Context: an optimization exercise on an open-source flow, tuned for small area and a short achievable clock period. The choices shown serve that exercise and are no tape-out recipe.
Function was checked by simulation only, so behaviour that the tests miss may differ from the original.
Power figures rest on the tool's default switching activity, not on a simulated workload.

**flow/flow/run.sh**
```bash
#!/bin/bash
# Own layout flow: the standard flow (standard.sh), with two changes after synthesis:
#  - the input and output port buffers are buf_1 cells (buffer_ports -buffer_cell)
#  - clock tree synthesis without dummy loads
# Each step's full output goes to its own log file in this folder.
set -euo pipefail
bash standard.sh synth > synth.log 2>&1
export BUFFER_PORTS_ARGS="-buffer_cell sky130_fd_sc_hd__buf_1"
export CTS_ARGS="-sink_clustering_enable -repair_clock_nets -dont_use_dummy_load"
bash standard.sh floorplan > floorplan.log 2>&1
bash standard.sh place > place.log 2>&1
bash standard.sh cts > cts.log 2>&1
bash standard.sh route > route.log 2>&1
bash standard.sh finish > finish.log 2>&1
test -f out/final.def
```
**flow/standard.sh**
```bash
#!/bin/bash
# synth_recipe.tcl (not shown) runs the flow's synth.tcl, then flattens the netlist and writes it again
# the make line also repeats each setting of config.mk as NAME=value (left out here)
make -C /OpenROAD-flow-scripts/flow DESIGN_CONFIG=/design/flow/config.mk WORK_HOME=/design/flow/orfs CLKGATE_MAP_FILE= SYNTH_SCRIPT=/design/flow/synth_recipe.tcl "${@:-finish}"
```
**flow/config.mk**
```make
export PLATFORM = sky130hd
export DESIGN_NAME = fir_gen
export DESIGN_NICKNAME = fir_gen
export VERILOG_FILES = /design/flow/design.v
export SDC_FILE = /design/flow/constraint.sdc
export NUM_CORES = 4
export LEC_CHECK = 0
export CAP_MARGIN = 20
export CORE_MARGIN = 2
export CORE_UTILIZATION = 50
export SETUP_SLACK_MARGIN = 2.4
export SLEW_MARGIN = 20
export SYNTH_HIERARCHICAL = 1
export SYNTH_MINIMUM_KEEP_SIZE = 0
export TNS_END_PERCENT = 30
```
**flow/constraint.sdc**
```tcl
create_clock -name core_clock -period 5.5 [get_ports {clk}]
set_input_delay 1.1000 -clock core_clock [delete_from_list [all_inputs] [get_ports {clk}]]
set_output_delay 1.1000 -clock core_clock [all_outputs]
set_load 0.01 [all_outputs]
```
**flow/design.v**
```verilog
module fir_gen (input clk, input reset, input Load_x,
    input signed [7:0] x_in, input signed [7:0] c_in, output signed [7:0] y_out);
reg [7:0] c0, c1, c2;
reg [3:0] xo, xt, xn;
reg [15:0] a2r0;
reg [15:0] a2r1;
reg [16:0] a1r0;
reg [16:0] a1r1;
reg [16:0] a1r2;
reg [2:0] yq;
reg [7:0] yg;
reg [7:0] yp;
wire [8:0] xe = {x_in, 1'b0};
wire [3:0] bo, bt, bn;
genvar gi;
generate for (gi = 0; gi < 4; gi = gi + 1) begin : rec
  assign bo[gi] = xe[2*gi+1] ^ xe[2*gi];
  assign bt[gi] = (xe[2*gi+2] & ~xe[2*gi+1] & ~xe[2*gi]) | (~xe[2*gi+2] & xe[2*gi+1] & xe[2*gi]);
  assign bn[gi] = xe[2*gi+2];
end endgenerate
wire [3:0] xon = Load_x ? bo : xo;
wire [3:0] xtn = Load_x ? bt : xt;
wire [3:0] xnn = Load_x ? bn : xn;
wire p1;
wire p2;
wire p3;
wire p4;
wire p5;
wire p6;
wire p7;
wire p8;
wire p9;
wire p10;
wire p11;
wire p12;
wire p13;
wire p14;
wire p15;
wire p16;
wire p17;
wire p18;
wire p19;
wire p20;
wire p21;
wire p22;
wire p23;
wire p24;
wire p25;
wire p26;
wire p27;
wire p28;
wire p29;
wire p30;
wire p31;
wire p32;
wire p33;
wire p34;
wire p35;
wire p36;
wire s37;
wire c38;
wire s39;
wire c40;
wire s41;
wire c42;
wire s43;
wire c44;
wire s45;
wire c46;
wire s47;
wire c48;
wire s49;
wire c50;
wire s51;
wire c52;
wire s53;
wire c54;
wire s55;
wire c56;
wire s57;
wire c58;
wire s59;
wire c60;
wire s61;
wire c62;
wire s63;
wire c64;
wire s65;
wire c66;
wire s67;
wire c68;
wire s69;
wire c70;
wire s71;
wire c72;
wire s73;
wire c74;
wire s75;
wire c76;
wire s77;
wire c78;
wire s79;
wire c80;
wire p81;
wire p82;
wire p83;
wire p84;
wire p85;
wire p86;
wire p87;
wire p88;
wire p89;
wire p90;
wire p91;
wire p92;
wire p93;
wire p94;
wire p95;
wire p96;
wire p97;
wire p98;
wire p99;
wire p100;
wire p101;
wire p102;
wire p103;
wire p104;
wire p105;
wire p106;
wire p107;
wire p108;
wire p109;
wire p110;
wire p111;
wire p112;
wire p113;
wire p114;
wire p115;
wire p116;
wire s117;
wire c118;
wire s119;
wire c120;
wire s121;
wire c122;
wire s123;
wire c124;
wire s125;
wire c126;
wire s127;
wire c128;
wire s129;
wire c130;
wire s131;
wire c132;
wire s133;
wire c134;
wire s135;
wire c136;
wire s137;
wire c138;
wire s139;
wire c140;
wire s141;
wire c142;
wire s143;
wire c144;
wire s145;
wire c146;
wire s147;
wire c148;
wire s149;
wire c150;
wire s151;
wire c152;
wire s153;
wire c154;
wire s155;
wire c156;
wire s157;
wire c158;
wire s159;
wire c160;
wire s161;
wire c162;
wire s163;
wire c164;
wire s165;
wire c166;
wire s167;
wire c168;
wire s169;
wire c170;
wire s171;
wire c172;
wire s173;
wire c174;
wire s175;
wire c176;
wire s177;
wire c178;
wire s179;
wire c180;
wire s181;
wire c182;
wire s183;
wire c184;
wire s185;
wire c186;
wire s187;
wire c188;
wire s189;
wire c190;
wire s191;
wire c192;
wire p193;
wire p194;
wire p195;
wire p196;
wire p197;
wire p198;
wire p199;
wire p200;
wire p201;
wire p202;
wire p203;
wire p204;
wire p205;
wire p206;
wire p207;
wire p208;
wire p209;
wire p210;
wire p211;
wire p212;
wire p213;
wire p214;
wire p215;
wire p216;
wire p217;
wire p218;
wire p219;
wire p220;
wire p221;
wire p222;
wire p223;
wire p224;
wire p225;
wire p226;
wire p227;
wire p228;
wire s229;
wire c230;
wire s231;
wire c232;
wire s233;
wire c234;
wire s235;
wire c236;
wire s237;
wire c238;
wire s239;
wire c240;
wire s241;
wire c242;
wire s243;
wire c244;
wire s245;
wire c246;
wire s247;
wire c248;
wire s249;
wire c250;
wire s251;
wire c252;
wire s253;
wire c254;
wire s255;
wire c256;
wire s257;
wire c258;
wire s259;
wire c260;
wire s261;
wire c262;
wire s263;
wire c264;
wire s265;
wire c266;
wire s267;
wire c268;
wire s269;
wire c270;
wire s271;
wire c272;
wire s273;
wire c274;
wire s275;
wire c276;
wire s277;
wire c278;
wire s279;
wire c280;
wire s281;
wire c282;
wire s283;
wire c284;
wire s285;
wire c286;
wire s287;
wire c288;
wire s289;
wire c290;
wire s291;
wire c292;
wire s293;
wire c294;
wire s295;
wire c296;
wire s297;
wire c298;
wire s299;
wire c300;
wire s301;
wire c302;
wire s303;
wire c304;
wire s305;
wire c306;
wire s307;
wire c308;
wire s309;
wire c310;
wire s311;
wire c312;
wire s313;
wire c314;
wire s315;
wire c316;
wire s317;
wire c318;
wire s319;
wire c320;
wire g321;
wire o322;
wire g323;
wire g324;
wire o325;
wire g326;
wire g327;
wire o328;
wire g329;
wire g330;
wire o331;
wire g332;
wire g333;
wire o334;
wire g335;
wire g336;
wire o337;
wire g338;
wire g339;
wire o340;
wire g341;
wire g342;
wire o343;
wire g344;
wire g345;
wire o346;
wire g347;
wire g348;
wire o349;
wire g350;
wire g351;
wire o352;
wire g353;
wire g354;
wire o355;
wire g356;
wire g357;
wire o358;
wire g359;
wire s360;
wire c361;
wire s362;
wire c363;
wire s364;
wire c365;
wire s366;
wire c367;
wire s368;
wire c369;
wire s370;
wire c371;
wire s372;
wire c373;
wire g374;
wire o375;
wire g376;
wire g377;
wire o378;
wire g379;
wire g380;
wire o381;
wire g382;
wire g383;
wire o384;
wire g385;
wire g386;
wire o387;
wire g388;
wire g389;
wire o390;
wire g391;
wire g392;
wire o393;
wire g394;
wire g395;
wire o396;
wire g397;
wire g398;
wire o399;
wire g400;
wire g401;
wire o402;
wire g403;
wire g404;
wire o405;
wire g406;
wire x407;
wire x408;
wire x409;
wire x410;
wire x411;
wire x412;
wire n413;
wire n414;
wire o415;
wire x416;
wire o417;
wire x418;
wire o419;
wire x420;
wire o421;
wire x422;
wire o423;
wire x424;
wire o425;
wire x426;
wire o427;
wire n428;
wire g429;
wire o430;
wire g431;
wire g432;
wire o433;
wire g434;
wire o435;
wire g436;
wire g437;
wire o438;
wire g439;
wire g440;
wire o441;
wire g442;
wire g443;
wire o444;
wire g445;
wire g446;
wire o447;
wire g448;
wire g449;
wire o450;
wire g451;
wire g452;
wire o453;
wire g454;
wire g455;
wire o456;
wire g457;
wire g458;
wire o459;
wire g460;
wire x461;
wire g462;
wire o463;
wire x464;
wire g465;
wire o466;
wire x467;
wire g468;
wire o469;
wire x470;
wire g471;
wire o472;
wire x473;
wire g474;
wire o475;
wire x476;
wire g477;
wire o478;
wire x479;
wire g480;
wire o481;
wire x482;
assign p1 = (xo[0] & c2[0]) ^ xn[0];
assign p2 = ((xo[0] & c2[1]) | (xt[0] & c2[0])) ^ xn[0];
assign p3 = ((xo[0] & c2[2]) | (xt[0] & c2[1])) ^ xn[0];
assign p4 = ((xo[0] & c2[3]) | (xt[0] & c2[2])) ^ xn[0];
assign p5 = ((xo[0] & c2[4]) | (xt[0] & c2[3])) ^ xn[0];
assign p6 = ((xo[0] & c2[5]) | (xt[0] & c2[4])) ^ xn[0];
assign p7 = ((xo[0] & c2[6]) | (xt[0] & c2[5])) ^ xn[0];
assign p8 = ((xo[0] & c2[7]) | (xt[0] & c2[6])) ^ xn[0];
assign p9 = ~(((xo[0] & c2[7]) | (xt[0] & c2[7])) ^ xn[0]);
assign p10 = (xo[1] & c2[0]) ^ xn[1];
assign p11 = ((xo[1] & c2[1]) | (xt[1] & c2[0])) ^ xn[1];
assign p12 = ((xo[1] & c2[2]) | (xt[1] & c2[1])) ^ xn[1];
assign p13 = ((xo[1] & c2[3]) | (xt[1] & c2[2])) ^ xn[1];
assign p14 = ((xo[1] & c2[4]) | (xt[1] & c2[3])) ^ xn[1];
assign p15 = ((xo[1] & c2[5]) | (xt[1] & c2[4])) ^ xn[1];
assign p16 = ((xo[1] & c2[6]) | (xt[1] & c2[5])) ^ xn[1];
assign p17 = ((xo[1] & c2[7]) | (xt[1] & c2[6])) ^ xn[1];
assign p18 = ~(((xo[1] & c2[7]) | (xt[1] & c2[7])) ^ xn[1]);
assign p19 = (xo[2] & c2[0]) ^ xn[2];
assign p20 = ((xo[2] & c2[1]) | (xt[2] & c2[0])) ^ xn[2];
assign p21 = ((xo[2] & c2[2]) | (xt[2] & c2[1])) ^ xn[2];
assign p22 = ((xo[2] & c2[3]) | (xt[2] & c2[2])) ^ xn[2];
assign p23 = ((xo[2] & c2[4]) | (xt[2] & c2[3])) ^ xn[2];
assign p24 = ((xo[2] & c2[5]) | (xt[2] & c2[4])) ^ xn[2];
assign p25 = ((xo[2] & c2[6]) | (xt[2] & c2[5])) ^ xn[2];
assign p26 = ((xo[2] & c2[7]) | (xt[2] & c2[6])) ^ xn[2];
assign p27 = ~(((xo[2] & c2[7]) | (xt[2] & c2[7])) ^ xn[2]);
assign p28 = (xo[3] & c2[0]) ^ xn[3];
assign p29 = ((xo[3] & c2[1]) | (xt[3] & c2[0])) ^ xn[3];
assign p30 = ((xo[3] & c2[2]) | (xt[3] & c2[1])) ^ xn[3];
assign p31 = ((xo[3] & c2[3]) | (xt[3] & c2[2])) ^ xn[3];
assign p32 = ((xo[3] & c2[4]) | (xt[3] & c2[3])) ^ xn[3];
assign p33 = ((xo[3] & c2[5]) | (xt[3] & c2[4])) ^ xn[3];
assign p34 = ((xo[3] & c2[6]) | (xt[3] & c2[5])) ^ xn[3];
assign p35 = ((xo[3] & c2[7]) | (xt[3] & c2[6])) ^ xn[3];
assign p36 = ~(((xo[3] & c2[7]) | (xt[3] & c2[7])) ^ xn[3]);
fa_cell us37 (.a(xn[1]), .b(p3), .c(p10), .s(s37), .co(c38));
fa_cell us39 (.a(xn[2]), .b(p5), .c(p12), .s(s39), .co(c40));
fa_cell us41 (.a(p6), .b(p13), .c(p20), .s(s41), .co(c42));
fa_cell us43 (.a(xn[3]), .b(p7), .c(p14), .s(s43), .co(c44));
fa_cell us45 (.a(p8), .b(p15), .c(p22), .s(s45), .co(c46));
assign s47 = ~(p9 ^ p16);
assign c48 = p9 | p16;
fa_cell us49 (.a(p17), .b(p24), .c(p31), .s(s49), .co(c50));
fa_cell us51 (.a(p18), .b(p25), .c(p32), .s(s51), .co(c52));
fa_cell us53 (.a(p4), .b(p11), .c(c38), .s(s53), .co(c54));
fa_cell us55 (.a(p21), .b(p28), .c(c42), .s(s55), .co(c56));
fa_cell us57 (.a(p29), .b(c44), .c(s45), .s(s57), .co(c58));
fa_cell us59 (.a(p23), .b(p30), .c(s47), .s(s59), .co(c60));
fa_cell us61 (.a(p26), .b(p33), .c(c52), .s(s61), .co(c62));
fa_cell us63 (.a(xn[0]), .b(p1), .c(xnn[0]), .s(s63), .co(c64));
fa_cell us65 (.a(p19), .b(s39), .c(xnn[2]), .s(s65), .co(c66));
fa_cell us67 (.a(s43), .b(xnn[3]), .c(s55), .s(s67), .co(c68));
fa_cell us69 (.a(c46), .b(s59), .c(c58), .s(s69), .co(c70));
fa_cell us71 (.a(c48), .b(s49), .c(c60), .s(s71), .co(c72));
fa_cell us73 (.a(p27), .b(p34), .c(c62), .s(s73), .co(c74));
fa_cell us75 (.a(c40), .b(s41), .c(c66), .s(s75), .co(c76));
fa_cell us77 (.a(c56), .b(s57), .c(c68), .s(s77), .co(c78));
fa_cell us79 (.a(c50), .b(s51), .c(c72), .s(s79), .co(c80));
assign p81 = (xo[0] & c1[0]) ^ xn[0];
assign p82 = ((xo[0] & c1[1]) | (xt[0] & c1[0])) ^ xn[0];
assign p83 = ((xo[0] & c1[2]) | (xt[0] & c1[1])) ^ xn[0];
assign p84 = ((xo[0] & c1[3]) | (xt[0] & c1[2])) ^ xn[0];
assign p85 = ((xo[0] & c1[4]) | (xt[0] & c1[3])) ^ xn[0];
assign p86 = ((xo[0] & c1[5]) | (xt[0] & c1[4])) ^ xn[0];
assign p87 = ((xo[0] & c1[6]) | (xt[0] & c1[5])) ^ xn[0];
assign p88 = ((xo[0] & c1[7]) | (xt[0] & c1[6])) ^ xn[0];
assign p89 = ~(((xo[0] & c1[7]) | (xt[0] & c1[7])) ^ xn[0]);
assign p90 = (xo[1] & c1[0]) ^ xn[1];
assign p91 = ((xo[1] & c1[1]) | (xt[1] & c1[0])) ^ xn[1];
assign p92 = ((xo[1] & c1[2]) | (xt[1] & c1[1])) ^ xn[1];
assign p93 = ((xo[1] & c1[3]) | (xt[1] & c1[2])) ^ xn[1];
assign p94 = ((xo[1] & c1[4]) | (xt[1] & c1[3])) ^ xn[1];
assign p95 = ((xo[1] & c1[5]) | (xt[1] & c1[4])) ^ xn[1];
assign p96 = ((xo[1] & c1[6]) | (xt[1] & c1[5])) ^ xn[1];
assign p97 = ((xo[1] & c1[7]) | (xt[1] & c1[6])) ^ xn[1];
assign p98 = ~(((xo[1] & c1[7]) | (xt[1] & c1[7])) ^ xn[1]);
assign p99 = (xo[2] & c1[0]) ^ xn[2];
assign p100 = ((xo[2] & c1[1]) | (xt[2] & c1[0])) ^ xn[2];
assign p101 = ((xo[2] & c1[2]) | (xt[2] & c1[1])) ^ xn[2];
assign p102 = ((xo[2] & c1[3]) | (xt[2] & c1[2])) ^ xn[2];
assign p103 = ((xo[2] & c1[4]) | (xt[2] & c1[3])) ^ xn[2];
assign p104 = ((xo[2] & c1[5]) | (xt[2] & c1[4])) ^ xn[2];
assign p105 = ((xo[2] & c1[6]) | (xt[2] & c1[5])) ^ xn[2];
assign p106 = ((xo[2] & c1[7]) | (xt[2] & c1[6])) ^ xn[2];
assign p107 = ~(((xo[2] & c1[7]) | (xt[2] & c1[7])) ^ xn[2]);
assign p108 = (xo[3] & c1[0]) ^ xn[3];
assign p109 = ((xo[3] & c1[1]) | (xt[3] & c1[0])) ^ xn[3];
assign p110 = ((xo[3] & c1[2]) | (xt[3] & c1[1])) ^ xn[3];
assign p111 = ((xo[3] & c1[3]) | (xt[3] & c1[2])) ^ xn[3];
assign p112 = ((xo[3] & c1[4]) | (xt[3] & c1[3])) ^ xn[3];
assign p113 = ((xo[3] & c1[5]) | (xt[3] & c1[4])) ^ xn[3];
assign p114 = ((xo[3] & c1[6]) | (xt[3] & c1[5])) ^ xn[3];
assign p115 = ((xo[3] & c1[7]) | (xt[3] & c1[6])) ^ xn[3];
assign p116 = ~(((xo[3] & c1[7]) | (xt[3] & c1[7])) ^ xn[3]);
ha_cell us117 (.a(a2r0[6]), .b(a2r1[6]), .s(s117), .co(c118));
fa_cell us119 (.a(a2r0[1]), .b(a2r1[1]), .c(p82), .s(s119), .co(c120));
fa_cell us121 (.a(a2r0[2]), .b(a2r1[2]), .c(p83), .s(s121), .co(c122));
fa_cell us123 (.a(a2r0[3]), .b(p84), .c(p91), .s(s123), .co(c124));
fa_cell us125 (.a(a2r0[4]), .b(a2r1[4]), .c(p85), .s(s125), .co(c126));
fa_cell us127 (.a(a2r0[5]), .b(p86), .c(p93), .s(s127), .co(c128));
fa_cell us129 (.a(s117), .b(p87), .c(p94), .s(s129), .co(c130));
fa_cell us131 (.a(a2r0[7]), .b(c118), .c(p88), .s(s131), .co(c132));
fa_cell us133 (.a(p95), .b(p102), .c(p109), .s(s133), .co(c134));
fa_cell us135 (.a(a2r0[8]), .b(a2r1[8]), .c(p89), .s(s135), .co(c136));
fa_cell us137 (.a(p96), .b(p103), .c(p110), .s(s137), .co(c138));
fa_cell us139 (.a(a2r0[9]), .b(a2r1[9]), .c(p97), .s(s139), .co(c140));
fa_cell us141 (.a(a2r0[10]), .b(p98), .c(p105), .s(s141), .co(c142));
fa_cell us143 (.a(a2r0[11]), .b(a2r1[11]), .c(p106), .s(s143), .co(c144));
fa_cell us145 (.a(a2r0[12]), .b(p107), .c(p114), .s(s145), .co(c146));
fa_cell us147 (.a(a2r0[13]), .b(a2r1[13]), .c(p115), .s(s147), .co(c148));
fa_cell us149 (.a(p90), .b(c120), .c(s121), .s(s149), .co(c150));
fa_cell us151 (.a(p92), .b(p99), .c(c124), .s(s151), .co(c152));
fa_cell us153 (.a(p100), .b(c126), .c(s127), .s(s153), .co(c154));
fa_cell us155 (.a(p101), .b(p108), .c(c128), .s(s155), .co(c156));
fa_cell us157 (.a(c130), .b(s131), .c(s133), .s(s157), .co(c158));
fa_cell us159 (.a(c132), .b(c134), .c(s135), .s(s159), .co(c160));
fa_cell us161 (.a(p104), .b(p111), .c(c136), .s(s161), .co(c162));
fa_cell us163 (.a(p112), .b(c140), .c(s141), .s(s163), .co(c164));
fa_cell us165 (.a(p113), .b(c142), .c(s143), .s(s165), .co(c166));
fa_cell us167 (.a(a2r0[14]), .b(p116), .c(c148), .s(s167), .co(c168));
fa_cell us169 (.a(a2r0[0]), .b(p81), .c(xnn[0]), .s(s169), .co(c170));
fa_cell us171 (.a(c122), .b(s123), .c(c150), .s(s171), .co(c172));
fa_cell us173 (.a(s125), .b(xnn[2]), .c(s151), .s(s173), .co(c174));
fa_cell us175 (.a(s129), .b(xnn[3]), .c(c154), .s(s175), .co(c176));
fa_cell us177 (.a(s137), .b(c158), .c(s159), .s(s177), .co(c178));
fa_cell us179 (.a(c138), .b(s139), .c(c160), .s(s179), .co(c180));
fa_cell us181 (.a(c144), .b(s145), .c(c166), .s(s181), .co(c182));
fa_cell us183 (.a(c152), .b(s153), .c(c174), .s(s183), .co(c184));
fa_cell us185 (.a(c156), .b(s157), .c(c176), .s(s185), .co(c186));
fa_cell us187 (.a(s161), .b(c178), .c(s179), .s(s187), .co(c188));
fa_cell us189 (.a(c162), .b(s163), .c(c180), .s(s189), .co(c190));
fa_cell us191 (.a(c146), .b(s147), .c(c182), .s(s191), .co(c192));
assign p193 = (xo[0] & c0[0]) ^ xn[0];
assign p194 = ((xo[0] & c0[1]) | (xt[0] & c0[0])) ^ xn[0];
assign p195 = ((xo[0] & c0[2]) | (xt[0] & c0[1])) ^ xn[0];
assign p196 = ((xo[0] & c0[3]) | (xt[0] & c0[2])) ^ xn[0];
assign p197 = ((xo[0] & c0[4]) | (xt[0] & c0[3])) ^ xn[0];
assign p198 = ((xo[0] & c0[5]) | (xt[0] & c0[4])) ^ xn[0];
assign p199 = ((xo[0] & c0[6]) | (xt[0] & c0[5])) ^ xn[0];
assign p200 = ((xo[0] & c0[7]) | (xt[0] & c0[6])) ^ xn[0];
assign p201 = ~(((xo[0] & c0[7]) | (xt[0] & c0[7])) ^ xn[0]);
assign p202 = (xo[1] & c0[0]) ^ xn[1];
assign p203 = ((xo[1] & c0[1]) | (xt[1] & c0[0])) ^ xn[1];
assign p204 = ((xo[1] & c0[2]) | (xt[1] & c0[1])) ^ xn[1];
assign p205 = ((xo[1] & c0[3]) | (xt[1] & c0[2])) ^ xn[1];
assign p206 = ((xo[1] & c0[4]) | (xt[1] & c0[3])) ^ xn[1];
assign p207 = ((xo[1] & c0[5]) | (xt[1] & c0[4])) ^ xn[1];
assign p208 = ((xo[1] & c0[6]) | (xt[1] & c0[5])) ^ xn[1];
assign p209 = ((xo[1] & c0[7]) | (xt[1] & c0[6])) ^ xn[1];
assign p210 = ~(((xo[1] & c0[7]) | (xt[1] & c0[7])) ^ xn[1]);
assign p211 = (xo[2] & c0[0]) ^ xn[2];
assign p212 = ((xo[2] & c0[1]) | (xt[2] & c0[0])) ^ xn[2];
assign p213 = ((xo[2] & c0[2]) | (xt[2] & c0[1])) ^ xn[2];
assign p214 = ((xo[2] & c0[3]) | (xt[2] & c0[2])) ^ xn[2];
assign p215 = ((xo[2] & c0[4]) | (xt[2] & c0[3])) ^ xn[2];
assign p216 = ((xo[2] & c0[5]) | (xt[2] & c0[4])) ^ xn[2];
assign p217 = ((xo[2] & c0[6]) | (xt[2] & c0[5])) ^ xn[2];
assign p218 = ((xo[2] & c0[7]) | (xt[2] & c0[6])) ^ xn[2];
assign p219 = ~(((xo[2] & c0[7]) | (xt[2] & c0[7])) ^ xn[2]);
assign p220 = (xo[3] & c0[0]) ^ xn[3];
assign p221 = ((xo[3] & c0[1]) | (xt[3] & c0[0])) ^ xn[3];
assign p222 = ((xo[3] & c0[2]) | (xt[3] & c0[1])) ^ xn[3];
assign p223 = ((xo[3] & c0[3]) | (xt[3] & c0[2])) ^ xn[3];
assign p224 = ((xo[3] & c0[4]) | (xt[3] & c0[3])) ^ xn[3];
assign p225 = ((xo[3] & c0[5]) | (xt[3] & c0[4])) ^ xn[3];
assign p226 = ((xo[3] & c0[6]) | (xt[3] & c0[5])) ^ xn[3];
assign p227 = ((xo[3] & c0[7]) | (xt[3] & c0[6])) ^ xn[3];
assign p228 = ~(((xo[3] & c0[7]) | (xt[3] & c0[7])) ^ xn[3]);
ha_cell us229 (.a(a1r0[6]), .b(a1r1[6]), .s(s229), .co(c230));
ha_cell us231 (.a(a1r0[4]), .b(a1r1[4]), .s(s231), .co(c232));
ha_cell us233 (.a(a1r0[5]), .b(p198), .s(s233), .co(c234));
fa_cell us235 (.a(a1r2[6]), .b(s229), .c(p199), .s(s235), .co(c236));
ha_cell us237 (.a(p206), .b(p213), .s(s237), .co(c238));
fa_cell us239 (.a(a1r0[7]), .b(c230), .c(p200), .s(s239), .co(c240));
fa_cell us241 (.a(p207), .b(p214), .c(p221), .s(s241), .co(c242));
fa_cell us243 (.a(a1r0[8]), .b(a1r1[8]), .c(p201), .s(s243), .co(c244));
fa_cell us245 (.a(p208), .b(p215), .c(p222), .s(s245), .co(c246));
fa_cell us247 (.a(a1r0[9]), .b(p209), .c(p216), .s(s247), .co(c248));
fa_cell us249 (.a(a1r0[10]), .b(a1r1[10]), .c(p210), .s(s249), .co(c250));
fa_cell us251 (.a(a1r0[11]), .b(a1r1[11]), .c(a1r2[11]), .s(s251), .co(c252));
ha_cell us253 (.a(a1r0[2]), .b(a1r1[2]), .s(s253), .co(c254));
ha_cell us255 (.a(a1r0[3]), .b(p196), .s(s255), .co(c256));
fa_cell us257 (.a(s231), .b(p197), .c(p204), .s(s257), .co(c258));
fa_cell us259 (.a(c232), .b(p205), .c(p212), .s(s259), .co(c260));
fa_cell us261 (.a(p220), .b(c234), .c(s237), .s(s261), .co(c262));
fa_cell us263 (.a(c238), .b(c236), .c(s239), .s(s263), .co(c264));
fa_cell us265 (.a(c240), .b(c242), .c(s243), .s(s265), .co(c266));
fa_cell us267 (.a(p223), .b(c244), .c(c246), .s(s267), .co(c268));
fa_cell us269 (.a(p217), .b(p224), .c(c248), .s(s269), .co(c270));
fa_cell us271 (.a(s251), .b(p218), .c(p225), .s(s271), .co(c272));
fa_cell us273 (.a(a1r0[12]), .b(c252), .c(p219), .s(s273), .co(c274));
ha_cell us275 (.a(a1r0[1]), .b(a1r1[1]), .s(s275), .co(c276));
fa_cell us277 (.a(s253), .b(p195), .c(p202), .s(s277), .co(c278));
fa_cell us279 (.a(c254), .b(p203), .c(s255), .s(s279), .co(c280));
fa_cell us281 (.a(p211), .b(c256), .c(s257), .s(s281), .co(c282));
fa_cell us283 (.a(s233), .b(c258), .c(s259), .s(s283), .co(c284));
fa_cell us285 (.a(c260), .b(s235), .c(s261), .s(s285), .co(c286));
fa_cell us287 (.a(s241), .b(c262), .c(s263), .s(s287), .co(c288));
fa_cell us289 (.a(s245), .b(c264), .c(s265), .s(s289), .co(c290));
fa_cell us291 (.a(s247), .b(c266), .c(s267), .s(s291), .co(c292));
fa_cell us293 (.a(s249), .b(c268), .c(s269), .s(s293), .co(c294));
fa_cell us295 (.a(c250), .b(s271), .c(c270), .s(s295), .co(c296));
fa_cell us297 (.a(p226), .b(c272), .c(s273), .s(s297), .co(c298));
fa_cell us299 (.a(a1r0[13]), .b(p227), .c(c274), .s(s299), .co(c300));
fa_cell us301 (.a(a1r0[14]), .b(a1r1[14]), .c(p228), .s(s301), .co(c302));
ha_cell us303 (.a(a1r0[0]), .b(p193), .s(s303), .co(c304));
ha_cell us305 (.a(p194), .b(s275), .s(s305), .co(c306));
ha_cell us307 (.a(c276), .b(s277), .s(s307), .co(c308));
ha_cell us309 (.a(c278), .b(s279), .s(s309), .co(c310));
ha_cell us311 (.a(c280), .b(s281), .s(s311), .co(c312));
ha_cell us313 (.a(c282), .b(s283), .s(s313), .co(c314));
ha_cell us315 (.a(c284), .b(s285), .s(s315), .co(c316));
ha_cell us317 (.a(c286), .b(s287), .s(s317), .co(c318));
ha_cell us319 (.a(c288), .b(s289), .s(s319), .co(c320));
assign g321 = s305 & c304;
assign o322 = c306 | g321;
assign g323 = s305 & s303;
assign g324 = s309 & c308;
assign o325 = c310 | g324;
assign g326 = s309 & s307;
assign g327 = s313 & c312;
assign o328 = c314 | g327;
assign g329 = s313 & s311;
assign g330 = s317 & c316;
assign o331 = c318 | g330;
assign g332 = s317 & s315;
assign g333 = s307 & o322;
assign o334 = c308 | g333;
assign g335 = s307 & g323;
assign g336 = g326 & o322;
assign o337 = o325 | g336;
assign g338 = g326 & g323;
assign g339 = s315 & o328;
assign o340 = c316 | g339;
assign g341 = s315 & g329;
assign g342 = g332 & o328;
assign o343 = o331 | g342;
assign g344 = g332 & g329;
assign g345 = s311 & o337;
assign o346 = c312 | g345;
assign g347 = s311 & g338;
assign g348 = g329 & o337;
assign o349 = o328 | g348;
assign g350 = g329 & g338;
assign g351 = g341 & o337;
assign o352 = o340 | g351;
assign g353 = g341 & g338;
assign g354 = g344 & o337;
assign o355 = o343 | g354;
assign g356 = g344 & g338;
assign g357 = s319 & o355;
assign o358 = c320 | g357;
assign g359 = s319 & g356;
ha_cell us360 (.a(c290), .b(s291), .s(s360), .co(c361));
ha_cell us362 (.a(c292), .b(s293), .s(s362), .co(c363));
ha_cell us364 (.a(c294), .b(s295), .s(s364), .co(c365));
ha_cell us366 (.a(c296), .b(s297), .s(s366), .co(c367));
ha_cell us368 (.a(c298), .b(s299), .s(s368), .co(c369));
ha_cell us370 (.a(c300), .b(s301), .s(s370), .co(c371));
ha_cell us372 (.a(a1r0[15]), .b(c302), .s(s372), .co(c373));
assign g374 = s362 & c361;
assign o375 = c363 | g374;
assign g376 = s362 & s360;
assign g377 = s366 & c365;
assign o378 = c367 | g377;
assign g379 = s366 & s364;
assign g380 = s370 & c369;
assign o381 = c371 | g380;
assign g382 = s370 & s368;
assign g383 = s364 & o375;
assign o384 = c365 | g383;
assign g385 = s364 & g376;
assign g386 = g379 & o375;
assign o387 = o378 | g386;
assign g388 = g379 & g376;
assign g389 = s372 & o381;
assign o390 = c373 | g389;
assign g391 = s372 & g382;
assign g392 = s372 & o381;
assign o393 = c373 | g392;
assign g394 = s372 & g382;
assign g395 = s368 & o387;
assign o396 = c369 | g395;
assign g397 = s368 & g388;
assign g398 = g382 & o387;
assign o399 = o381 | g398;
assign g400 = g382 & g388;
assign g401 = g391 & o387;
assign o402 = o390 | g401;
assign g403 = g391 & g388;
assign g404 = g394 & o387;
assign o405 = o393 | g404;
assign g406 = g394 & g388;
assign x407 = s362 ^ c361;
assign x408 = s364 ^ o375;
assign x409 = s366 ^ o384;
assign x410 = s368 ^ o387;
assign x411 = s370 ^ o396;
assign x412 = s372 ^ o399;
assign n413 = ~o402;
assign n414 = ~s360;
assign o415 = c361 | s360;
assign x416 = s362 ^ o415;
assign o417 = o375 | g376;
assign x418 = s364 ^ o417;
assign o419 = o384 | g385;
assign x420 = s366 ^ o419;
assign o421 = o387 | g388;
assign x422 = s368 ^ o421;
assign o423 = o396 | g397;
assign x424 = s370 ^ o423;
assign o425 = o399 | g400;
assign x426 = s372 ^ o425;
assign o427 = o402 | g403;
assign n428 = ~o427;
assign g429 = s319 & c318;
assign o430 = c320 | g429;
assign g431 = s319 & s317;
assign g432 = yq[2] & yq[0];
assign o433 = yq[1] | g432;
assign g434 = yp[1] & yg[0];
assign o435 = yg[1] | g434;
assign g436 = yp[1] & yp[0];
assign g437 = yp[3] & yg[2];
assign o438 = yg[3] | g437;
assign g439 = yp[3] & yp[2];
assign g440 = yp[5] & yg[4];
assign o441 = yg[5] | g440;
assign g442 = yp[5] & yp[4];
assign g443 = yp[2] & o435;
assign o444 = yg[2] | g443;
assign g445 = yp[2] & g436;
assign g446 = g439 & o435;
assign o447 = o438 | g446;
assign g448 = g439 & g436;
assign g449 = yp[6] & o441;
assign o450 = yg[6] | g449;
assign g451 = yp[6] & g442;
assign g452 = yp[4] & o447;
assign o453 = yg[4] | g452;
assign g454 = yp[4] & g448;
assign g455 = g442 & o447;
assign o456 = o441 | g455;
assign g457 = g442 & g448;
assign g458 = g451 & o447;
assign o459 = o450 | g458;
assign g460 = g451 & g448;
assign x461 = yp[0] ^ o433;
assign g462 = yp[0] & o433;
assign o463 = yg[0] | g462;
assign x464 = yp[1] ^ o463;
assign g465 = g436 & o433;
assign o466 = o435 | g465;
assign x467 = yp[2] ^ o466;
assign g468 = g445 & o433;
assign o469 = o444 | g468;
assign x470 = yp[3] ^ o469;
assign g471 = g448 & o433;
assign o472 = o447 | g471;
assign x473 = yp[4] ^ o472;
assign g474 = g454 & o433;
assign o475 = o453 | g474;
assign x476 = yp[5] ^ o475;
assign g477 = g457 & o433;
assign o478 = o456 | g477;
assign x479 = yp[6] ^ o478;
assign g480 = g460 & o433;
assign o481 = o459 | g480;
assign x482 = yp[7] ^ o481;
always @(posedge clk or posedge reset)
  if (reset) begin
    xo <= 4'd0; xt <= 4'd0; xn <= 4'd0; c0 <= 8'd0; c1 <= 8'd0; c2 <= 8'd0;
    a2r0 <= 16'd22016; a2r1 <= 16'd0; a1r0 <= 17'd43776; a1r1 <= 17'd0; a1r2 <= 17'd0; yq <= 3'd0; yg <= 8'd0; yp <= 8'd0;
  end else begin
    xo <= xon; xt <= xtn; xn <= xnn;
    if (!Load_x) begin c2 <= c_in; c1 <= c2; c0 <= c1; end
    a2r0 <= {1'b0,p36,p35,s73,c80,s79,s71,c78,s77,c76,s75,c54,s53,s37,p2,s63};
    a2r1 <= {1'b0,1'b0,c74,1'b0,s61,1'b0,c70,s69,1'b0,s67,1'b0,s65,1'b0,xnn[1],c64,1'b0};
    a1r0 <= {1'b0,c168,c192,s191,s181,c190,c188,s187,c186,s185,c184,s183,c172,s171,xnn[1],s119,s169};
    a1r1 <= {1'b0,1'b0,s167,1'b0,1'b0,c164,s189,1'b0,s177,1'b0,s155,1'b0,s173,1'b0,s149,c170,1'b0};
    a1r2 <= {1'b0,1'b0,1'b0,1'b0,1'b0,s165,1'b0,1'b0,1'b0,1'b0,s175,1'b0,1'b0,1'b0,1'b0,1'b0,1'b0};
    yq <= {g431,o430,o352};
    yg <= {1'b0,c373,c371,c369,c367,c365,c363,c361};
    yp <= {1'b1,s372,s370,s368,s366,s364,s362,s360};
  end
assign y_out = {x482,x479,x476,x473,x470,x467,x464,x461};
endmodule
module fa_cell (input a, input b, input c, output s, output co);
assign {co, s} = a + b + c;
endmodule
module ha_cell (input a, input b, output s, output co);
assign {co, s} = a + b;
endmodule
```
==> results of run 1 <==
-- layer usage --
layer | global-route usage, % | vias to the layer above
li1 | - | 2003
met1 | 27.6 | 2370
met2 | 33.8 | 87
met3 | 2.95 | 17
met4 | 6.60 | 0
met5 | 0 | -
-- metrics by stage --
stage               utilization (%)  cell area [sq um]  hold WS [ns]  instances  setup WS (ns)
floorplan                         -               7390         0.512        605           2.46
global placement               51.7               7480         0.551        755           2.15
detailed placement             51.7               7480         0.541        755           2.09
CTS                            53.3               7720         0.556        764           2.41
global route                   54.0               7820         0.576        769           2.39
finish                         54.0               7820         0.554        769           2.45
-- logic make-up (layout without fill, tap and decap cells) --
family,Yosys count,count (layout),share of synthesized area (%)
adders and majority gates,114,114,28.3
buffers and inverters,76,56,4.54
DFF,101,101,34.4
and+or+nand+nor,45,45,2.79
muxes,30,30,4.57
xor gates and xnor gates,115,115,13.6
other,1,1,0.0508
AOI/OAI and AO/OA,123,123,11.8
-- worst reg2reg max path: cells and delay by family (launching register included) --
kind	cells	cell delay (ns)
AOI/OAI and AO/OA	1	0.30
DFF	1	0.62
xor gates and xnor gates	1	0.13
adders and majority gates	4	1.69
and+or+nand+nor	1	0.16
-- Yosys cell counts, drive strengths merged --
cell | n | share of area [%]
or3b | 1 | 0.12
and2 | 1 | 0.085
buf | 31 | 2.2
a22oi | 84 | 8.5
o21ai | 14 | 0.95
or4 | 2 | 0.20
a21oi | 14 | 1.0
a2bb2oi | 1 | 0.12
nand3 | 1 | 0.068
nand2 | 17 | 0.86
a21o | 4 | 0.41
nor4 | 1 | 0.085
fa | 88 | 24
o211a | 1 | 0.14
or2 | 1 | 0.085
nor3 | 5 | 0.34
inv | 6 | 0.30
o311ai | 1 | 0.12
nand2b | 1 | 0.085
xor2 | 13 | 1.5
a31oi | 1 | 0.085
mux2 | 30 | 4.6
nand3b | 2 | 0.20
conb | 1 | 0.051
ha | 26 | 4.4
dfrtp | 92 | 31
o2bb2ai | 1 | 0.20
nor2 | 13 | 0.66
clkbuf | 39 | 2.0
xnor2 | 102 | 12
dfstp | 9 | 3.2
a311oi | 2 | 0.24
-- per-module statistics from Yosys (local to each module, per instance) --
module   flip-flops and latches  cell area [sq um]
fir_gen                     101               5330
fa_cell                       0               20.0
ha_cell                       0               12.5
-- flip-flops by register name, indices dropped and copies added (netlist names) --
name / cells
a1r0: 15
a1r1: 8
a1r2: 2
a2r0: 15
a2r1: 7
c0: 8
c1: 8
c2: 8
xn: 4
xo: 4
xt: 4
yg: 7
yp: 8
yq: 3
-- area by class of cell --
type / count / area, sq um
tap: 184 / 230
multi-input combinational: 428 / 4530
clock buffer: 9 / 225
fill: 1253 / 6660
timing repair buffer: 41 / 233
inverter: 6 / 26.3
sequential: 101 / 2570
-- repair_timing --
item | 4_1_cts | 5_1_grt
endpoints found under the setup margin | 24 | 12
buffers inserted | 0 | 4
resized for setup | 11 | 14
-- power breakdown --
part | switching [uW] | internal [uW] | leakage (uW)
clock network | 253 | 289 | 0.000111
registers | 279 | 1120 | 0.00117
logic | 1460 | 1450 | 0.00178
-- how the worst max path moves through the flow --
stage	endpoint	start	slack [ns]	depth (start not counted)
after floorplan	yq[2]	xo[0]	2.46	9
after global placement	yq[2]	xo[0]	2.15	7
after detailed placement	yq[2]	xo[1]	2.09	7
after CTS	yq[2]	xn[2]	2.41	7
after global routing	a1r0[9]	xn[2]	2.39	6
final	y_out[7]	yp[3]	2.45	5
==> summary.txt, run 1 <==
* Global placer's final weighted congestion at 0.826
* CTS tree: built
* Total half-perimeter wirelength after legalization and detailed placement at 10400 um
* Count of unresolved DRC violations after routing at 0
* FF+latch count, synth at 101
* Floorplan Core Area at 14500 sq um
* Cells along the critical path: a21o_1 -> o2bb2ai_2 -> or4_4 -> o311ai_2 -> buf_2
* Critical path launch point type: flop
* Pin count of the biggest net entering global routing at 52
* Warnings, synthesis at 7
* Rel. slew slack at 56.9%
* Met1 routed wirelength after detailed routing at 6670 um
* Number of buffers on the longest clock path at 2
* Critical path buffer and inverter count at 1
* Number of hold-slack violations in the final timing report at 0
* Final critical path time including I/O delays and setup at 3.05 ns
* Power consumption at 4840 uW
* Average cell area after synthesis at 12.2 sq um
* Synthesized Nets at 738
* Number of nets in the layout at 720
* Total length of routed met3 wires at 429 um
* Number of failing setup endpoints in the final timing report at 0
* Source of the worst register-to-register timing path: xt[1]
* Fraction of final layout cells with drive strength greater than 1 at 14.4%
* Overflow left after global routing at 0
* Detailed-route wire length per cell at 19.7 um
* Largest delay share family, worst path: simple AND/OR/NAND/NOR gates
* Tcrit/Tclk final at 55.5%
* Hold crit path type: flop to flop
* Worst Path Arrival at 1.95 ns
* Number of antenna repair diodes at 0
* Number of vias per cell at 5.82
* Sequential area share after synthesis at 34.4%
* Antenna violations before repair at 0
* Number of distinct standard cells referenced by the synthesized netlist at 37
* Met2 routed WL at 7810 um
* Clock tree skew after final layout at 0.0134 ns
* Category of the most critical setup path: flop to output port
* Top-Level Pins at 27
* Die height at 126 um
* Layout Area Growth over Synthesis at 5.81%
* Outcome: complete, no violations
* CTS clock-pin slew for the worst setup and hold paths at 0.06 ns
* Category of the worst setup path capture point: output port
* Number of levels the H-tree was split into at 3
* RSZ-0062 raised after global routing: yes
* Worst R2R Path Depth at 7
* Pwr/cell area at 620 nW/um^2
* Via count of the first global-routing pass at 4920
* Uppermost signal routing layer after detailed routing: met4
* Worst r2r dst: yq[2]
* Reg2reg setup slack at 2.50 ns
* Insertion delay of the later-clocked pin in the worst-skew pair at 0.35 ns
* Clock Sinks at 101
* Transition time at the pin with the least slew margin at 0.646 ns
* Highest Clock Rate at 328 MHz
* Worst hold path cell count at 1
* Hold worst-path end: a1r0[1]
* Number of buffers created by CTS at 9
* Post-synth design cell area at 7390 sq um
* Leakage power of the design at 0.00306 uW
* Final Slew Violations at 0
* Detailed Route WL at 15100 um
* Most common library cell in the layout ignoring fill and taps: sky130_fd_sc_hd__xnor2_1
* Post-synthesis instance total at 605
* Detailed Route Iter0 Violations at 242
* First-pass GRT wire length at 25300 um
* Cts hold-fix bufs at 0
* Crit-path max cell delay at 0.55 ns
* Vias at 4477
* Required time of the worst setup path at 4.40 ns
* Worst vdd rail ir drop at 0.000211 V
* Number of cell rows at 44
* Crit path max fanout at 5
* CTS root buffer: sky130_fd_sc_hd__clkbuf_16
* Commonest cells after routing, fill and taps aside: sky130_fd_sc_hd__xnor2_1 (102), sky130_fd_sc_hd__fa_1 (88), sky130_fd_sc_hd__a22oi_1 (84)
* Min-Delay Startpoint: a2r1[1]
* # port buffers at 26
* Max-Cap Viols at 0
* 1st-pass router iterations at 5
* Slowest CP cell: sky130_fd_sc_hd__or4_4
* Initial Util at 51.0%
* Final setup TNS at 0 ns
* Die area at 15800 sq um
* Horizontal die dimension at 126 um
* Global router's overall resource usage at 20.3%
* Count of antenna-violating nets left after detailed routing at 0
==> run 2, diff against run 1 <==
--- a/flow/config.mk
+++ b/flow/config.mk
@@ -7,8 +7,8 @@
 export LEC_CHECK = 0
 export CAP_MARGIN = 20
 export CORE_MARGIN = 2
-export CORE_UTILIZATION = 50
-export SETUP_SLACK_MARGIN = 2.4
+export CORE_UTILIZATION = 45
+export SETUP_SLACK_MARGIN = 2.5
 export SLEW_MARGIN = 20
 export SYNTH_HIERARCHICAL = 1
 export SYNTH_MINIMUM_KEEP_SIZE = 0
==> summary.txt, run 2 <==
* Outcome: complete, no violations
* Initial Util at 46.3%
* Hold worst-path end: a1r0[0]
* Warnings, synthesis at 7
* Final critical path time including I/O delays and setup at 2.95 ns
* Detailed Route Iter0 Violations at 199
* Worst r2r dst: a1r0[9]
* Die area at 17500 sq um
* Post-synth design cell area at 7390 sq um
* Proportion of netlist area held by the largest area contributor at 31.2%
* Count of antenna-violating nets left after detailed routing at 0
* Number of nets in the layout at 739
* Reg2reg setup slack at 2.56 ns
* Antenna violations before repair at 0
* Horizontal die dimension at 132 um
* RSZ-0062 raised after global routing: yes
* CTS root buffer: sky130_fd_sc_hd__clkbuf_16
* Power spent charging and discharging nets at 2000 uW
* Hold crit path type: flop to flop
* Power consumption at 4890 uW
* Post-synthesis instance total at 605
* Vias at 4575
* Worst vdd rail ir drop at 0.000239 V
* Pwr/cell area at 604 nW/um^2
* Timing startpoint of the critical path: yp[3]
* Most common library cell in the layout ignoring fill and taps: sky130_fd_sc_hd__xnor2_1
* Number of distinct standard cells referenced by the synthesized netlist at 37
* Area leader, netlist: sky130_fd_sc_hd__dfrtp_1
* Hold slack at 0.561 ns
* Clock tree skew after final layout at 0.0182 ns
* Final Slew Violations at 0
* Overflow left after global routing at 0
* Internal Pwr Total at 2900 uW
* Number of antenna repair diodes at 0
* Cell with the most instances after synthesis: sky130_fd_sc_hd__xnor2_1
* 1st-pass router iterations at 4
* Pin count of the biggest net entering global routing at 51
* Min-Delay Startpoint: a2r0[0]
* Clock power frac at 11.2%
* Crit path max fanout at 4
* Number of buffers created by CTS at 9
* Number of buffers on the longest clock path at 2
* Count of unresolved DRC violations after routing at 0
* Rel. slew slack at 57.5%
* Number of cell rows at 46
* Number of failing setup endpoints in the final timing report at 0
* Via count of the first global-routing pass at 5081
* # port buffers at 26
* Top-Level Pins at 27
* Fin cells at 820
* Worst hold path cell count at 1
* First-pass GRT wire length at 26100 um
* Number of vias per cell at 5.58
* Tcrit/Tclk final at 53.6%
* Largest registers: a1r0 (15), a2r0 (15)
* Average cell area after synthesis at 12.2 sq um
* Clock Sinks at 101
* Detailed-route wire length per cell at 19.3 um
* Die height at 132 um
* Floorplan Core Area at 15900 sq um
* Insertion delay of the later-clocked pin in the worst-skew pair at 0.35 ns
* Layout Area Growth over Synthesis at 9.72%
* Number of cells in the design after placement at 789
* Worst Path Arrival at 1.85 ns
* Leakage power of the design at 0.00319 uW
* Category of the most critical setup path: flop to output port
* Commonest cells after routing, fill and taps aside: sky130_fd_sc_hd__xnor2_1 (101), sky130_fd_sc_hd__fa_1 (88), sky130_fd_sc_hd__dfrtp_1 (81)
* Fraction of final layout cells with drive strength greater than 1 at 18.2%
* Max-Cap Viols at 0
* Portion of total power attributed to combinational logic at 60.5%
* Critical path launch point type: flop
* Dominant synthesized flop cell: sky130_fd_sc_hd__dfrtp_1
* Transition time at the pin with the least slew margin at 0.637 ns
* Sequential area share after synthesis at 34.4%
* Number of enable flip-flop cells after synthesis at 0
* Required time of the worst setup path at 4.40 ns
* CTS clock-pin slew for the worst setup and hold paths at 0.06 ns
* FF+latch count, synth at 101
* Proportion of synthesized flip-flops having asynchronous set or reset at 100%
* Synthesized Nets at 738
* Detailed Route WL at 15800 um
* CTS tree: built
* Source of the worst register-to-register timing path: xo[2]
* Most area-consuming cells after synthesis: sky130_fd_sc_hd__dfrtp_1 (31%), sky130_fd_sc_hd__fa_1 (24%), sky130_fd_sc_hd__xnor2_1 (12%)
* Cts hold-fix bufs at 0
* Number of hold-slack violations in the final timing report at 0
* Global placer's final weighted congestion at 0.801
* Final setup TNS at 0 ns
* Switching Share at 40.8%
* Total half-perimeter wirelength after legalization and detailed placement at 10400 um
* Category of the worst setup path capture point: output port
* Worst R2R Path Depth at 6
* Global router's overall resource usage at 18.8%
* Highest Clock Rate at 339 MHz
* Flop pwr share at 28.3%
* Number of levels the H-tree was split into at 3
* Ranking of synthesized cells by instance count: sky130_fd_sc_hd__xnor2_1 (102), sky130_fd_sc_hd__dfrtp_1 (92), sky130_fd_sc_hd__fa_1 (88), sky130_fd_sc_hd__a22oi_1 (84), sky130_fd_sc_hd__clkbuf_1 (38)
==> run 2: cell counts after synthesis <==
No cell type changed its count.
==> run 2: cells by family after synthesis <==
logic type	after synthesis	synth area share (%)
other	1	0.0508
and+or+nand+nor	45	2.79
DFF	101	34.4
buffers and inverters	76	4.54
adders and majority gates	114	28.3
xor gates and xnor gates	115	13.6
muxes	30	4.57
AOI/OAI and AO/OA	123	11.8
==> run 2: what timing repair did <==
action,CTS,global route
resized for setup,25,17
endpoints found under the setup margin,28,7
setup buffers,6,16
pin swaps,2,3
==> run 2: Yosys stat by module, one instance, submodules excluded <==
module | flip-flops and latches | cell area, sq um | cells
fir_gen | 101 | 5330 | 493
fa_cell | 0 | 20.0 | 1
ha_cell | 0 | 12.5 | 1
==> run 2: worst max-delay path by stage <==
stage	end	slack, ns	depth (start not counted)
2_1_floorplan	yq[2]	2.46	9
3_3_place_gp	yq[1]	2.02	7
3_5_place_dp	yq[1]	1.97	7
4_1_cts	yq[2]	2.50	7
5_1_grt	a1r0[9]	2.42	6
6_report	y_out[7]	2.55	5
==> run 2: worst max-delay path, stage by stage, from the launching register on <==
cell                        delay, ns
sky130_fd_sc_hd__dfrtp_1         0.42
sky130_fd_sc_hd__a21o_1          0.24
sky130_fd_sc_hd__o2bb2ai_4       0.14
sky130_fd_sc_hd__or4_1           0.40
sky130_fd_sc_hd__o311ai_1        0.11
sky130_fd_sc_hd__buf_2           0.19
==> run 2: through the flow <==
step	cell area (sq um)	util, %	setup WS, ns
after global routing	8110	50.8	2.42
final	8110	50.8	2.55
after CTS	7900	49.5	2.50
after detailed placement	7550	47.4	1.97
after floorplan	7390	-	2.46
after global placement	7530	47.2	2.02
==> run 2: cell type report <==
| class | instances | area [sq um] |
|---|---|---|
| Multi-Input combinational cell | 428 | 4590 |
| Timing Repair Buffer | 60 | 415 |
| Inverter | 6 | 26.3 |
| Sequential cell | 101 | 2570 |
| Fill cell | 1404 | 7840 |
| Clock buffer | 9 | 225 |
| Tap cell | 216 | 270 |
==> run 2: power by group through the flow <==
| stage | logic, uW | clock network (uW) | registers, uW |
|---|---|---|---|
| 5_1_grt | 3510 | 597 | 1420 |
| 2_1_floorplan | 2380 | 0 | 1250 |
| 3_5_place_dp | 2850 | 0 | 1420 |
| 3_3_place_gp | 2740 | 0 | 1410 |
| 4_1_cts | 2910 | 562 | 1400 |
| 6_report | 2960 | 548 | 1390 |
==> run 2: metal layers <==
metal / vias up / global-route usage, % / share of wire (%)
li1: 2041 / - / -
met1: 2412 / 24.5 / 44
met2: 98 / 32.1 / 50
met3: 24 / 2.77 / 3.5
met4: 0 / 6.70 / 2.1
met5: - / 0 / 0
==> run 3, diff against run 2 <==
--- a/flow/config.mk
+++ b/flow/config.mk
@@ -7,7 +7,7 @@
 export LEC_CHECK = 0
 export CAP_MARGIN = 20
 export CORE_MARGIN = 2
-export CORE_UTILIZATION = 45
+export CORE_UTILIZATION = 60
 export SETUP_SLACK_MARGIN = 2.5
 export SLEW_MARGIN = 20
 export SYNTH_HIERARCHICAL = 1
==> summary.txt, run 3 <==
* Number of failing setup endpoints in the final timing report at 0
* Floorplan Core Area at 12000 sq um
* Global router's overall resource usage at 24.3%
* Crit path max fanout at 5
* Critical path buffer and inverter count at 1
* Worst R2R Path Depth at 7
* Slowest CP cell: sky130_fd_sc_hd__or4_1
* Fin cells at 749
* CTS tree: built
* Worst vdd rail ir drop at 0.000231 V
* 1st-pass router iterations at 5
* Leakage power of the design at 0.00315 uW
* Detailed Route WL at 15600 um
* Total half-perimeter wirelength after legalization and detailed placement at 9890 um
* Number of vias per cell at 6.08
* Global placer's final weighted congestion at 0.776
* Proportion of synthesized flip-flops having asynchronous set or reset at 100%
* Number of cell rows at 40
* Post-Layout Inst Area at 7910 sq um
* Detailed Route Iter0 Violations at 252
* Transition time at the pin with the least slew margin at 0.881 ns
* Largest registers: a1r0 (15), a2r0 (15)
* Category of the most critical setup path: flop to output port
* Die height at 115 um
* Total placed instance area at 7440 sq um
* Number of buffers on the longest clock path at 2
* Pin count of the biggest net entering global routing at 62
* Worst Path Arrival at 1.91 ns
* Hold worst-path end: a1r0[0]
* Count of antenna-violating nets left after detailed routing at 0
* Largest delay share family, worst path: simple AND/OR/NAND/NOR gates
* Area leader, netlist: sky130_fd_sc_hd__dfrtp_1
* Rel. slew slack at 41.1%
* Outcome: complete, no violations
* Highest Clock Rate at 333 MHz
* Fraction of final layout cells with drive strength greater than 1 at 16.4%
* Source of the worst register-to-register timing path: xt[0]
* Crit-path max cell delay at 0.53 ns
* Most area-consuming cells after synthesis: sky130_fd_sc_hd__dfrtp_1 (31%), sky130_fd_sc_hd__fa_1 (24%), sky130_fd_sc_hd__xnor2_1 (12%)
* Critical path launch point type: flop
* Number of antenna repair diodes at 0
* Average cell area after synthesis at 12.2 sq um
* # port buffers at 26
* Post-synthesis instance total at 605
* Final setup TNS at 0 ns
* Horizontal die dimension at 115 um
* Number of levels the H-tree was split into at 3
* Number of cells in the design after placement at 718
* Number of nets in the layout at 737
* Count of unresolved DRC violations after routing at 0
* Number of hold-slack violations in the final timing report at 0
* Number of buffers created by CTS at 9
* Timing startpoint of the critical path: yp[3]
* Proportion of netlist area held by the largest area contributor at 31.2%
* Worst r2r dst: a1r0[9]
* Top-Level Pins at 27
* Hold crit path type: flop to flop
* Reg2reg setup slack at 2.50 ns
* Required time of the worst setup path at 4.40 ns
* Detailed-route wire length per cell at 20.8 um
* Layout Area Growth over Synthesis at 7.08%
* Category of the worst setup path capture point: output port
* Clock Sinks at 101
* Vias at 4554
* Antenna violations before repair at 0
* Max-Cap Viols at 0
* Number of distinct standard cells referenced by the synthesized netlist at 37
* Initial Util at 61.5%
* Ranking of synthesized cells by instance count: sky130_fd_sc_hd__xnor2_1 (102), sky130_fd_sc_hd__dfrtp_1 (92), sky130_fd_sc_hd__fa_1 (88), sky130_fd_sc_hd__a22oi_1 (84), sky130_fd_sc_hd__clkbuf_1 (38)
* Most common library cell in the layout ignoring fill and taps: sky130_fd_sc_hd__xnor2_1
* Tcrit/Tclk final at 54.7%
* Number of enable flip-flop cells after synthesis at 0
* Min-Delay Startpoint: a2r0[0]
* Insertion delay of the later-clocked pin in the worst-skew pair at 0.35 ns
* RSZ-0062 raised after global routing: yes
* CTS clock-pin slew for the worst setup and hold paths at 0.06 ns
* Final critical path time including I/O delays and setup at 3.01 ns
* CTS root buffer: sky130_fd_sc_hd__clkbuf_16
* Cell with the most instances after synthesis: sky130_fd_sc_hd__xnor2_1
* FF+latch count, synth at 101
* Warnings, synthesis at 7
* Clock tree skew after final layout at 0.0173 ns
* Sequential area share after synthesis at 34.4%
* Cells along the critical path: a21o_1 -> o2bb2ai_4 -> or4_1 -> o311ai_1 -> buf_2
* Dominant synthesized flop cell: sky130_fd_sc_hd__dfrtp_1
* Die area at 13200 sq um
* Post-synth design cell area at 7390 sq um
* Synthesized Nets at 738
* Via count of the first global-routing pass at 4739
* Pwr/cell area at 607 nW/um^2
* Overflow left after global routing at 0
* Commonest cells after routing, fill and taps aside: sky130_fd_sc_hd__xnor2_1 (102), sky130_fd_sc_hd__fa_1 (88), sky130_fd_sc_hd__a22oi_1 (84)
* First-pass GRT wire length at 24500 um
* Final Slew Violations at 0
* Worst hold path cell count at 1
-- run 3: changes by cell type in the layout (fill, tap and decap cells not counted), moves of 2 or more --
cell	change
sky130_fd_sc_hd__buf_12	-2
sky130_fd_sc_hd__a22oi_1	+4
sky130_fd_sc_hd__a22oi_2	-4
sky130_fd_sc_hd__buf_6	-4
sky130_fd_sc_hd__clkbuf_4	+2
-- run 3: timing repair --
| item | in CTS | in global routing |
|---|---|---|
| setup buffers | 5 | 17 |
| resized for setup | 22 | 5 |
| hold buffers | 0 | 0 |
| endpoints found under the hold margin | 0 | 0 |
| setup endpoints to repair | 30 | 9 |
-- run 3: power by group --
group	internal, uW	switching, uW	total, uW
registers	1120	266	1390
logic	1440	1440	2870
clock network	289	246	535
-- run 3: worst max-delay path by stage --
stage / depth (start not counted) / end
global route: 5 / y_out[7]
floorplan: 9 / yq[2]
finish: 5 / y_out[7]
detailed placement: 7 / yq[2]
global placement: 7 / yq[2]
CTS: 5 / y_out[7]
-- run 3: Yosys stat by module, one instance, submodules excluded --
module   area, sq um  flops+latches  copies in the design
fir_gen         5330            101                     1
ha_cell         12.5              0                    24
fa_cell         20.0              0                    88
-- run 3: cells by family after synthesis --
group,after synthesis,synth area share (%)
AO/OA/AOI/OAI,123,11.8
XOR/XNOR,115,13.6
adder cells (fa/ha/maj),114,28.3
buffers and inverters,76,4.54
flip-flops,101,34.4
multiplexers,30,4.57
other,1,0.0508
AND/OR/NAND/NOR,45,2.79
-- run 3: metrics by stage --
| step | setup slack, ns | total power, uW | hold WS (ns) | utilization, % |
|---|---|---|---|---|
| CTS | 2.48 | 4830 | 0.551 | 64.5 |
| global route | 2.42 | 5360 | 0.574 | 65.9 |
| floorplan | 2.46 | 3630 | 0.512 | - |
| detailed placement | 1.98 | 4260 | 0.539 | 61.9 |
| global placement | 2.03 | 4120 | 0.530 | 61.9 |
| finish | 2.49 | 4800 | 0.546 | 65.9 |
-- run 3: routing by layer --
layer	vias to the layer above	GRT usage [%]	routed length, um
met2	113	38.0	7540
met3	22	4.96	781
met5	-	0	0
met4	0	9.32	271
li1	2049	-	-
met1	2370	33.9	6960
-- run 3: worst register-to-register path, cell delays in order, from the launching register on --
cell and delay, ns:
sky130_fd_sc_hd__dfrtp_4 0.53, sky130_fd_sc_hd__clkbuf_4 0.20, sky130_fd_sc_hd__a22oi_1 0.22, sky130_fd_sc_hd__xnor2_1 0.12, sky130_fd_sc_hd__fa_1 0.44, sky130_fd_sc_hd__fa_1 0.46, sky130_fd_sc_hd__fa_1 0.43, sky130_fd_sc_hd__fa_1 0.52
-- run 3: final cells by class --
type	count	area, sq um
multi-input cells	428	4530
clock buffers	9	225
fillers	934	4100
well taps	147	184
inverters	6	26.3
flip-flops and latches	101	2570
repair buffers	58	367
==> run 4, diff against run 3 <==
--- a/flow/config.mk
+++ b/flow/config.mk
@@ -7,7 +7,8 @@
 export LEC_CHECK = 0
 export CAP_MARGIN = 20
 export CORE_MARGIN = 2
-export CORE_UTILIZATION = 60
+export CORE_UTILIZATION = 50
+export GPL_ROUTABILITY_DRIVEN = 0
 export SETUP_SLACK_MARGIN = 2.5
 export SLEW_MARGIN = 20
 export SYNTH_HIERARCHICAL = 1
==> summary.txt, run 4 <==
* Outcome: complete, no violations
* Number of cell rows at 44
* Hold worst-path end: a1r0[1]
* Worst r2r dst: yq[2]
* Initial Util at 51.0%
* Required time of the worst setup path at 4.40 ns
* Cell with the most instances after synthesis: sky130_fd_sc_hd__xnor2_1
* Post-synthesis mux area share at 4.57%
* Detailed-route wire length per cell at 19.9 um
* Number of enable flip-flop cells after synthesis at 0
* Number of antenna repair diodes at 0
* Category of the worst setup path capture point: output port
* Min-Delay Startpoint: a2r1[1]
* Hold crit path type: flop to flop
* Final setup TNS at 0 ns
* Number of failing setup endpoints in the final timing report at 0
* # port buffers at 26
* Number of fillers in the final layout at 1253
* Worst Path Arrival at 1.89 ns
* Clock Sinks at 101
* Floorplan Core Area at 14500 sq um
* Total half-perimeter wirelength after legalization and detailed placement at 10400 um
* Antenna violations before repair at 0
* Die area at 15800 sq um
* Insertion delay of the later-clocked pin in the worst-skew pair at 0.35 ns
* Total placed instance area at 7480 sq um
* Synth Area in XOR/XNOR at 13.6%
* Proportion of synthesized flip-flops having asynchronous set or reset at 100%
* Reg2reg setup slack at 2.55 ns
* Clock tree skew after final layout at 0.0131 ns
* Adder-Cell Fraction of Synth Area at 28.3%
* Horizontal die dimension at 126 um
* Transition time at the pin with the least slew margin at 0.657 ns
* Area leader, netlist: sky130_fd_sc_hd__dfrtp_1
* 1st-pass router iterations at 5
* RSZ-0062 raised after global routing: yes
* Leakage power of the design at 0.00310 uW
* First-pass GRT wire length at 25600 um
* Util after Layout at 54.4%
* Dominant synthesized flop cell: sky130_fd_sc_hd__dfrtp_1
* Power consumption at 4880 uW
* Worst vdd rail ir drop at 0.000211 V
* Worst R2R Path Depth at 7
* Synthesized Nets at 738
* Complex-gate fraction of the synthesized area at 11.8%
* CTS root buffer: sky130_fd_sc_hd__clkbuf_16
* Average cell area after synthesis at 12.2 sq um
* Count of unresolved DRC violations after routing at 0
* Final Slew Violations at 0
* Proportion of netlist area held by the largest area contributor at 31.2%
* Count of antenna-violating nets left after detailed routing at 0
* Layout Area Growth over Synthesis at 6.71%
* Number of hold-slack violations in the final timing report at 0
* Combinational family with the most area after synthesis: adder cells
* Simple-Gate Fraction of Synth Area at 2.79%
* Detailed Route Iter0 Violations at 249
* Number of nets in the layout at 726
* CTS tree: built
* Number of buffers created by CTS at 9
* Number of levels the H-tree was split into at 3
* Ranking of synthesized cells by instance count: sky130_fd_sc_hd__xnor2_1 (102), sky130_fd_sc_hd__dfrtp_1 (92), sky130_fd_sc_hd__fa_1 (88), sky130_fd_sc_hd__a22oi_1 (84), sky130_fd_sc_hd__clkbuf_1 (38)
* Via count of the first global-routing pass at 4952
* Number of vias per cell at 5.85
* Post-Layout Inst Area at 7880 sq um
* Critical path launch point type: flop
* Largest registers: a1r0 (15), a2r0 (15)
* Tcrit/Tclk final at 54.3%
* Max-Cap Viols at 0
* Rel. slew slack at 56.2%
* Warnings, synthesis at 7
* Worst hold path cell count at 1
* Crit path max fanout at 5
* FF+latch count, synth at 101
* Cts hold-fix bufs at 0
* Post-synth design cell area at 7390 sq um
* Pin count of the biggest net entering global routing at 52
* Die height at 126 um
* Sequential area share after synthesis at 34.4%
* Commonest cells after routing, fill and taps aside: sky130_fd_sc_hd__xnor2_1 (102), sky130_fd_sc_hd__fa_1 (87), sky130_fd_sc_hd__a22oi_1 (84)
* Detailed Route WL at 15400 um
* Fraction of final layout cells with drive strength greater than 1 at 15.4%
* Most area-consuming cells after synthesis: sky130_fd_sc_hd__dfrtp_1 (31%), sky130_fd_sc_hd__fa_1 (24%), sky130_fd_sc_hd__xnor2_1 (12%)
* Vias at 4534
* Post-synthesis instance total at 605
* Pwr/cell area at 619 nW/um^2
* Highest Clock Rate at 335 MHz
* Final critical path time including I/O delays and setup at 2.99 ns
* CTS clock-pin slew for the worst setup and hold paths at 0.06 ns
* Top-Level Pins at 27
* Category of the most critical setup path: flop to output port
* Source of the worst register-to-register timing path: xt[1]
* Overflow left after global routing at 0
* Number of distinct standard cells referenced by the synthesized netlist at 37
* Number of buffers on the longest clock path at 2
* Most common library cell in the layout ignoring fill and taps: sky130_fd_sc_hd__xnor2_1
* Global router's overall resource usage at 20.6%
==> run 4: cell types whose count changed in the layout (fill, tap and decap cells not counted), sizes merged <==
| cell | change |
|---|---|
| buf | -9 |
| clkbuf | -2 |
==> run 4: report_power, final <==
part / total, uW / switching, uW / internal [uW]
Combinational: 2940 / 1480 / 1460
Clock: 541 / 252 / 289
Sequential: 1390 / 269 / 1120
==> run 4: Yosys stat by module, one instance, submodules excluded <==
module / flops+latches / copies in the design
fir_gen: 101 / 1
ha_cell: 0 / 24
fa_cell: 0 / 88
==> run 4: stage by stage <==
stage	hold slack (ns)	worst slack, ns	std cells
global placement	0.551	2.15	755
finish	0.556	2.51	775
CTS	0.556	2.42	766
detailed placement	0.541	2.09	755
global route	0.576	2.43	775
floorplan	0.512	2.46	605
==> run 4: kinds of logic after synthesis <==
kind of cell,count (synthesis)
AO/OA/AOI/OAI,123
AND/OR/NAND/NOR,45
adder cells (fa/ha/maj),114
buffers and inverters,76
multiplexers,30
other,1
flip-flops,101
XOR/XNOR,115
==> run 4: repair_timing <==
item	CTS	global route
setup endpoints to repair	29	13
setup buffers	2	8
gates resized for setup	17	11
pin swaps	0	3
==> run 4: worst max path at each step <==
| stage | startpoint | endpoint | depth (start not counted) |
|---|---|---|---|
| 2_1_floorplan | xo[0] | yq[2] | 9 |
| 3_3_place_gp | xo[0] | yq[2] | 7 |
| 3_5_place_dp | xo[1] | yq[2] | 7 |
| 4_1_cts | yp[2] | y_out[7] | 5 |
| 5_1_grt | yp[4] | y_out[7] | 5 |
| 6_report | yp[3] | y_out[6] | 5 |
==> run 4: critical path: stages (launching register included) <==
cell                        delay [ns]
sky130_fd_sc_hd__dfrtp_1          0.41
sky130_fd_sc_hd__a21o_1           0.21
sky130_fd_sc_hd__o2bb2ai_4        0.15
sky130_fd_sc_hd__or4_1            0.51
sky130_fd_sc_hd__o211a_1          0.14
sky130_fd_sc_hd__buf_1            0.12
==> run 4: layout make-up <==
cell class / count / area (sq um) / area share, %
inverters: 6 / 26.3 / 0.333
clock buffers: 9 / 225 / 2.86
well taps: 184 / 230 / 2.92
flip-flops and latches: 101 / 2570 / 32.6
multi-input cells: 428 / 4550 / 57.7
repair buffers: 47 / 282 / 3.57
==> run 4: layer usage <==
metal | share of wire [%] | up-vias | track usage [%] | routed length, um
met1 | 44 | 2416 | 28.1 | 6860
met3 | 3.1 | 13 | 2.95 | 473
met2 | 51 | 93 | 34.2 | 7910
li1 | - | 2012 | - | -
met4 | 1.2 | 0 | 6.73 | 191
met5 | 0 | - | 0 | 0

[afterwards: timing with drivers on the ports]
The results above use ideal ports. As a check the final layouts listed here were re-extracted and re-timed, cells and wires unchanged.
Step 1 sets driving cells, clkbuf_16 on the clock port and buf_2 on the other inputs (assumed; they add their load-dependent delay and slew).
Step 2 moves the port delays by t, midway between the first and last clock arrival at a register: inputs arrive t later, outputs are due t later. That takes back most of the time a late clock gives input paths.
a / b / c = no drivers / after step 1 / after step 2; a / b = the first two.
run | t, ns | setup WS [ns] | latest minus earliest clock arrival (ns) | pins driven straight from the clock port
run 1 | 0.389 | 2.449 / 2.407 / 2.350 | 0.014 / 0.013 | 1
run 2 | 0.383 | 2.554 / 2.517 / 2.383 | 0.018 / 0.018 | 1
run 3 | 0.381 | 2.494 / 2.452 / 2.372 | 0.017 / 0.018 | 1
run 4 | 0.386 | 2.514 / 2.473 / 2.341 | 0.013 / 0.013 | 1
After both steps every run listed still meets setup and hold. For run 4, which loses most, drivers alone change the setup slack by -0.041 ns; drivers and shift together by -0.173 ns.
